This is an optimization exercise on Yosys and OpenROAD, whose aim is small area, not a production implementation.
The RTL was checked by simulation tests, not by an equivalence proof against the original design.
The clock port is modelled as an ideal driver; clocking choices that lean on that would not hold on a real chip.

==> v18 <==
==> flow/design.v <==
`timescale 1ns / 1ps
module crcSMPTE (
	input [17:0] crcIn,
	input [9:0] data,
	input mask,
	output [17:0] crcOut
);
	wire [9:0] t = (crcIn[9:0] ^ data) & ~{10{mask}};
	assign crcOut[0]  = crcIn[10];
	assign crcOut[1]  = crcIn[11];
	assign crcOut[2]  = crcIn[12];
	assign crcOut[3]  = t[0] ^ crcIn[13];
	assign crcOut[4]  = t[0] ^ t[1] ^ crcIn[14];
	assign crcOut[5]  = t[1] ^ t[2] ^ crcIn[15];
	assign crcOut[6]  = t[2] ^ t[3] ^ crcIn[16];
	assign crcOut[7]  = t[3] ^ t[4] ^ crcIn[17];
	assign crcOut[8]  = t[0] ^ t[4] ^ t[5];
	assign crcOut[9]  = t[1] ^ t[5] ^ t[6];
	assign crcOut[10] = t[2] ^ t[6] ^ t[7];
	assign crcOut[11] = t[3] ^ t[7] ^ t[8];
	assign crcOut[12] = t[4] ^ t[8] ^ t[9];
	assign crcOut[13] = t[5] ^ t[9];
	assign crcOut[14] = t[6];
	assign crcOut[15] = t[7];
	assign crcOut[16] = t[8];
	assign crcOut[17] = t[9];
endmodule
`timescale 1ns / 100ps
module SMPTE274(
  input           i_CLK_74m25,
  input           i_RST_N,
  input           i_EN,
  input  [ 9 : 0] i_data_Y,
  input  [ 9 : 0] i_data_C,
  output [11 : 0] PIX_CNT_o,
  output [10 : 0] LINE_CNT_o,
  output          VSYNC_o,
  output          HSYNC_o,
  output          DATA_RQ_o,
  output [ 9 : 0] Y_data_o,
  output [ 9 : 0] C_data_o
  );
reg  [11 : 0] pix_cnt;
reg  [10 : 0] line_cnt;
reg           running;       
reg           frame;         
reg           V;
reg           vsync;
reg  [ 9 : 0] pdata_Y, pdata_C;
reg  [17 : 0] crc_Y, crc_C;
wire [11 : 0] p = pix_cnt;
wire [10 : 0] l = line_cnt;
wire [12 : 0] pc;
assign pc[0] = running;
genvar i;
generate for (i = 0; i < 12; i = i + 1) begin : g_pc
  assign pc[i+1] = pc[i] & p[i];
end endgenerate
wire pix_end = pc[3] & p[4] & p[7] & p[11];                
wire [11 : 0] pix_sum = p ^ pc[11:0];
wire [11 : 0] pix_clr = {pix_end, 3'b000, pix_end, 2'b00, pix_end, pix_end, 3'b000};
always @(negedge i_CLK_74m25 or negedge i_RST_N)
  if (!i_RST_N)
    pix_cnt <= 0;
  else
    pix_cnt <= pix_sum & ~pix_clr;
wire [11 : 0] lc;
assign lc[0] = 1'b1;
generate for (i = 0; i < 11; i = i + 1) begin : g_lc
  assign lc[i+1] = lc[i] & l[i];
end endgenerate
wire [10 : 0] line_inc = l ^ lc[10:0];      
wire line_end  = l[10] & l[6] & l[5] & l[2] & l[0];        
wire [10 : 0] line_clr = {line_end, 3'b000, line_end, line_end, 2'b00, line_end, 1'b0, line_end};
always @(posedge i_CLK_74m25 or negedge i_RST_N)
  if (!i_RST_N)
    line_cnt <= 0;
  else if (pix_end)
    line_cnt <= line_inc;
  else
    line_cnt <= l & ~line_clr;
wire hi      = p[11];                         
wire top     = &p[10:7];                      
wire sav     = hi & p[7] & p[4] & p[2];       
wire q_lo    = ~|p[6:3];                      
wire eav     = ~hi & top & q_lo & ~p[2];      
wire lncrc   = ~hi & top & q_lo &  p[2];      
wire trs     = eav | sav;                     
wire data    = ~hi & ~top;                    
wire blank   = ~data & ~trs & ~lncrc;         
wire s_3ff   = trs & ~p[1] & ~p[0];
wire s_xyz   = trs &  p[1] &  p[0];
wire x_eav   = s_xyz & ~hi;                   
wire s_ln0   = lncrc & ~p[1] & ~p[0];
wire s_ln1   = lncrc & ~p[1] &  p[0];
wire s_crc0  = lncrc &  p[1] & ~p[0];
wire s_crc1  = lncrc &  p[1] &  p[0];
wire line_41   = l[5] & l[3] & l[0];
wire line_1121 = l[10] & l[6] & l[5] & l[0];
always @(posedge i_CLK_74m25 or negedge i_RST_N)
  if (!i_RST_N) begin
    running      <= 1'b0;
    frame        <= 1'b0;
    V            <= 1'b0;
    vsync        <= 1'b0;
  end else begin
    running      <= running | i_EN;
    frame        <= line_41 | (frame & ~line_1121);
    V            <= ~frame;       
    vsync        <= V;
  end
wire crc_clr = ~|p[10:0];
assign DATA_RQ_o = data & ~crc_clr & ~V;
assign HSYNC_o = hi | (top & |p[6:0]);        
wire crc_m = pix_end | crc_clr;
wire [17:0] crcOut_Y, crcOut_C;
wire [17:0] crcv_Y = {crc_Y[17:13], ~crc_Y[12:10], crc_Y[9:0]};
wire [17:0] crcv_C = {crc_C[17:13], ~crc_C[12:10], crc_C[9:0]};
crcSMPTE CRC_Y (.crcIn(crcv_Y), .data(pdata_Y), .mask(crc_m), .crcOut(crcOut_Y));
crcSMPTE CRC_C (.crcIn(crcv_C), .data(pdata_C), .mask(crc_m), .crcOut(crcOut_C));
always @(posedge i_CLK_74m25) begin
  crc_Y <= {crcOut_Y[17:13], ~crcOut_Y[12:10], crcOut_Y[9:8], crcOut_Y[7:0] & ~{8{crc_clr}}};
  crc_C <= {crcOut_C[17:13], ~crcOut_C[12:10], crcOut_C[9:8], crcOut_C[7:0] & ~{8{crc_clr}}};
end
wire vh = x_eav ^ (s_xyz & V);                
wire xv = s_xyz & V;
wire [9:0] cw;
assign cw[0] = s_3ff;
assign cw[1] = s_3ff;
assign cw[2] = s_3ff | vh    | s_ln0 & line_inc[0] | s_ln1 & line_inc[7];
assign cw[3] = s_3ff | xv    | s_ln0 & line_inc[1] | s_ln1 & line_inc[8];
assign cw[4] = s_3ff | x_eav | s_ln0 & line_inc[2] | s_ln1 & line_inc[9];
assign cw[5] = s_3ff | vh    | s_ln0 & line_inc[3] | s_ln1 & line_inc[10];
assign cw[6] = s_3ff | x_eav | s_ln0 & line_inc[4];
assign cw[7] = s_3ff | xv    | s_ln0 & line_inc[5];
assign cw[8] = s_3ff |         s_ln0 & line_inc[6];
assign cw[9] = s_3ff | s_xyz | s_ln0 & ~line_inc[6] | s_ln1;
wire [9:0] crc0_Y = {~crcOut_Y[8], crcOut_Y[8:0]};
wire [9:0] crc0_C = {~crcOut_C[8], crcOut_C[8:0]};
wire [9:0] crc1_Y = {~crcv_Y[17], crcv_Y[17:9]};
wire [9:0] crc1_C = {~crcv_C[17], crcv_C[17:9]};
wire [9:0] w_Y = {10{data}} & i_data_Y | {10{s_crc0}} & crc0_Y | {10{s_crc1}} & crc1_Y
               | cw | {3'b000, blank, 6'b000000};                   
wire [9:0] w_C = {10{data}} & i_data_C | {10{s_crc0}} & crc0_C | {10{s_crc1}} & crc1_C
               | cw | {blank, 9'b000000000};                        
always @(posedge i_CLK_74m25 or negedge i_RST_N)
  if (!i_RST_N) begin
    pdata_Y <= 0;
    pdata_C <= 0;
  end else begin
    pdata_Y <= w_Y;
    pdata_C <= w_C;
  end
assign PIX_CNT_o  = pix_cnt;
assign LINE_CNT_o = line_cnt;
assign Y_data_o   = pdata_Y;
assign C_data_o   = pdata_C;
assign VSYNC_o    = vsync;
endmodule
==> flow/flow/run.sh <==
#!/bin/bash
# Own layout flow: the standard flow (standard.sh) with
#  - an area-oriented ABC script for the combinational mapping (the registers
#    come from the same synthesis steps as before, untouched by ABC),
#  - the smallest buffer for the port buffers,
#  - no half-adder extraction before ABC (ADDER_MAP_FILE empty), so ABC maps
#    the counters with the rest of the logic,
#  - a clock tree built by hand before CTS (flow/clock_tree.tcl: the registers
#    in six groups by location, a clkbuf_8 for each group, one root buffer);
#    TritonCTS then finds the clock already buffered and leaves it as it is.
# Each tool's log stays where ORFS writes it (orfs/logs/...); make's output is in flow.log.
set -euo pipefail
W=$PWD
cat > "$W/flow_synth.tcl" <<TCL
proc abc {args} {
  set i [lsearch -exact \$args -script]
  if {\$i >= 0} { lset args [expr {\$i+1}] {$W/flow/area.abc} }
  yosys abc {*}\$args
}
source {$W/synth_recipe.tcl}
TCL
sed -e "s#SYNTH_SCRIPT=[^ ]*#SYNTH_SCRIPT=$W/flow_synth.tcl#" standard.sh > flow_standard.sh
grep -q "SYNTH_SCRIPT=$W/flow_synth.tcl" flow_standard.sh
export ADDER_MAP_FILE=
export BUFFER_PORTS_ARGS="-buffer_cell sky130_fd_sc_hd__buf_1"
if [[ -s flow/clock_tree.tcl ]]; then export PRE_CTS_TCL="$W/flow/clock_tree.tcl"; fi
bash flow_standard.sh "$@" > "$W/flow.log" 2>&1
==> flow/flow/area.abc <==
strash
&get -n
&deepsyn -T 20
&put
strash
&get -n
&dch -f
&nf -a -p -R 1000 -F 8 -A 8
&put
strash
&get -n
&dch -f
&nf -a -p -R 1000 -F 8 -A 8
&put
==> flow/flow/clock_tree.tcl <==
# Clock tree by hand: the registers split into NLEAF groups of near-equal size
# by recursive bisection across the longer side of their bounding box; each
# group is driven by one LEAF buffer at its centre, the leaves by one ROOT
# buffer at the centre of all registers.
proc my_split {pts k} {
  if {$k <= 1} { return [list $pts] }
  set xs {}; set ys {}
  foreach p $pts { lappend xs [lindex $p 0]; lappend ys [lindex $p 1] }
  set xs [lsort -real $xs]; set ys [lsort -real $ys]
  set axis [expr {([lindex $xs end] - [lindex $xs 0]) >= ([lindex $ys end] - [lindex $ys 0]) ? 0 : 1}]
  set sorted [lsort -real -index $axis $pts]
  set k1 [expr {$k / 2}]
  set n1 [expr {int(round([llength $pts] * double($k1) / $k))}]
  return [concat [my_split [lrange $sorted 0 [expr {$n1 - 1}]] $k1] \
                 [my_split [lrange $sorted $n1 end] [expr {$k - $k1}]]]
}
proc my_clock_tree {nleaf leaf root} {
  set block [ord::get_db_block]
  set dbu [$block getDbUnitsPerMicron]
  set clk [$block findNet i_CLK_74m25]
  set pts {}
  foreach it [$clk getITerms] {
    set b [[$it getInst] getBBox]
    lappend pts [list [expr {([$b xMin] + [$b xMax]) / 2.0 / $dbu}] \
                      [expr {([$b yMin] + [$b yMax]) / 2.0 / $dbu}] \
                      [[$it getInst] getName]/[[$it getMTerm] getName]]
  }
  set pts [lsort -index 2 $pts]
  set cx 0; set cy 0
  foreach p $pts { set cx [expr {$cx + [lindex $p 0]}]; set cy [expr {$cy + [lindex $p 1]}] }
  set cx [expr {$cx / [llength $pts]}]; set cy [expr {$cy / [llength $pts]}]
  set k 0
  foreach g [my_split $pts $nleaf] {
    set pins {}; set sx 0; set sy 0
    foreach p $g {
      lappend pins [get_pins [lindex $p 2]]
      set sx [expr {$sx + [lindex $p 0]}]; set sy [expr {$sy + [lindex $p 1]}]
    }
    set c [list [expr {$sx / [llength $g]}] [expr {$sy / [llength $g]}]]
    puts "clock leaf $k: [llength $g] sinks at $c"
    insert_buffer -buffer_cell $leaf -net i_CLK_74m25 -load_pins $pins -location $c \
      -buffer_name clkbuf_leaf_$k -net_name clknet_leaf_$k
    incr k
  }
  insert_buffer -buffer_cell $root -net i_CLK_74m25 -location [list $cx $cy] \
    -buffer_name clkbuf_root -net_name clknet_root
}
my_clock_tree 5 sky130_fd_sc_hd__clkbuf_8 sky130_fd_sc_hd__clkbuf_2
==> flow/standard.sh <==
#!/bin/bash
# synth_recipe.tcl (not shown) runs the flow's synth.tcl, then flattens the netlist and writes it again
# the make line also repeats each setting of config.mk as NAME=value (left out here)
make -C /OpenROAD-flow-scripts/flow DESIGN_CONFIG=/design/flow/config.mk WORK_HOME=/design/flow/orfs CLKGATE_MAP_FILE= SYNTH_SCRIPT=/design/flow/synth_recipe.tcl "${@:-finish}"
==> flow/config.mk <==
export PLATFORM = sky130hd
export DESIGN_NAME = SMPTE274
export DESIGN_NICKNAME = SMPTE274
export VERILOG_FILES = /design/flow/design.v
export SDC_FILE = /design/flow/constraint.sdc
export NUM_CORES = 4
export LEC_CHECK = 0
export CAP_MARGIN = 20
export CORE_MARGIN = 2
export CORE_UTILIZATION = 75
export GPL_TIMING_DRIVEN = 0
export PLACE_DENSITY = 0.85
export SLEW_MARGIN = 20
==> flow/constraint.sdc <==
create_clock -name core_clock -period 13.4 [get_ports {i_CLK_74m25}]
set_input_delay 2.6800 -clock core_clock [delete_from_list [all_inputs] [get_ports {i_CLK_74m25}]]
set_output_delay 2.6800 -clock core_clock [all_outputs]
set_load 0.01 [all_outputs]
==> v19: changes against v18 <==
Settings changed: CORE_UTILIZATION 75 to 85, GPL_TIMING_DRIVEN 0 to default, PLACE_DENSITY 0.85 to 0.92.
==> v22: changes against v18 <==
--- a/flow/design.v
+++ b/flow/design.v
@@ -4,6 +4,5 @@
 	input [9:0] data,
-	input mask,
 	output [17:0] crcOut
 );
-	wire [9:0] t = (crcIn[9:0] ^ data) & ~{10{mask}};
+	wire [9:0] t = crcIn[9:0] ^ data;
 	assign crcOut[0]  = crcIn[10];
@@ -114,11 +113,8 @@
 assign HSYNC_o = hi | (top & |p[6:0]);        
-wire crc_m = pix_end | crc_clr;
 wire [17:0] crcOut_Y, crcOut_C;
-wire [17:0] crcv_Y = {crc_Y[17:13], ~crc_Y[12:10], crc_Y[9:0]};
-wire [17:0] crcv_C = {crc_C[17:13], ~crc_C[12:10], crc_C[9:0]};
-crcSMPTE CRC_Y (.crcIn(crcv_Y), .data(pdata_Y), .mask(crc_m), .crcOut(crcOut_Y));
-crcSMPTE CRC_C (.crcIn(crcv_C), .data(pdata_C), .mask(crc_m), .crcOut(crcOut_C));
+crcSMPTE CRC_Y (.crcIn(crc_Y), .data(pdata_Y), .crcOut(crcOut_Y));
+crcSMPTE CRC_C (.crcIn(crc_C), .data(pdata_C), .crcOut(crcOut_C));
 always @(posedge i_CLK_74m25) begin
-  crc_Y <= {crcOut_Y[17:13], ~crcOut_Y[12:10], crcOut_Y[9:8], crcOut_Y[7:0] & ~{8{crc_clr}}};
-  crc_C <= {crcOut_C[17:13], ~crcOut_C[12:10], crcOut_C[9:8], crcOut_C[7:0] & ~{8{crc_clr}}};
+  crc_Y <= crcOut_Y & ~{18{crc_clr}};
+  crc_C <= crcOut_C & ~{18{crc_clr}};
 end
@@ -139,4 +135,4 @@
 wire [9:0] crc0_C = {~crcOut_C[8], crcOut_C[8:0]};
-wire [9:0] crc1_Y = {~crcv_Y[17], crcv_Y[17:9]};
-wire [9:0] crc1_C = {~crcv_C[17], crcv_C[17:9]};
+wire [9:0] crc1_Y = {~crc_Y[17], crc_Y[17:9]};
+wire [9:0] crc1_C = {~crc_C[17], crc_C[17:9]};
 wire [9:0] w_Y = {10{data}} & i_data_Y | {10{s_crc0}} & crc0_Y | {10{s_crc1}} & crc1_Y
==> flow/flow/run.sh (replaced) <==
#!/bin/bash
# Own layout flow: the standard flow (standard.sh) with
#  - an area-oriented ABC script for the combinational mapping (the registers
#    come from the same synthesis steps as before, untouched by ABC),
#  - the smallest buffer for the port buffers,
#  - a clock tree of few buffers (flow/cts_args).
# Each tool's log stays where ORFS writes it (orfs/logs/...); make's output is in flow.log.
set -euo pipefail
W=$PWD
cat > "$W/flow_synth.tcl" <<TCL
proc abc {args} {
  set i [lsearch -exact \$args -script]
  if {\$i >= 0} { lset args [expr {\$i+1}] {$W/flow/area.abc} }
  yosys abc {*}\$args
}
source {$W/synth_recipe.tcl}
TCL
sed -e "s#SYNTH_SCRIPT=[^ ]*#SYNTH_SCRIPT=$W/flow_synth.tcl#" standard.sh > flow_standard.sh
grep -q "SYNTH_SCRIPT=$W/flow_synth.tcl" flow_standard.sh
export BUFFER_PORTS_ARGS="-buffer_cell sky130_fd_sc_hd__buf_1"
if [[ -s flow/cts_args ]]; then export CTS_ARGS="$(cat flow/cts_args)"; fi
bash flow_standard.sh "$@" > "$W/flow.log" 2>&1
==> flow/flow/area.abc (replaced) <==
strash
&get -n
&deepsyn -T 20
&put
strash
&get -n
&dch -f
&nf -a
&put
==> flow/flow/cts_args (new file) <==
-sink_clustering_enable -repair_clock_nets -dont_use_dummy_load
Settings changed: CORE_UTILIZATION 75 to 40, GPL_TIMING_DRIVEN 0 to default, PLACE_DENSITY 0.85 to 0.6.
removed: flow/flow/clock_tree.tcl
==> comparison table <==
quantity	v19	v18	v22
Status	stopped before the end	no timing/DRC/antenna violations	no timing/DRC/antenna violations
Last stage reached	global placement	-	-
Fraction of the yosys area taken by sequential cells	53.8%	53.8%	52.0%
Multi-input gate share of total cell area	-	40.0%	41.1%
R2R Path End	-	pdata_C[5]	pdata_Y[2]
Number of vias per cell	-	6.46	5.22
Maximum cell stage delay along the critical path	-	700 ps	510 ps
Effective utilization at floorplan	88.1%	79.3%	41.6%
Met3 GRT Util	-	2.92%	5.97%
Setup slack of the worst register-to-register path	-	3240 ps	3810 ps
Final Wtd Congestion	-	0.839	0.825
Post-cts repair resize count	-	0	0
Max-slew violations	-	0	0
Hold Path Cell Cnt	-	1	1
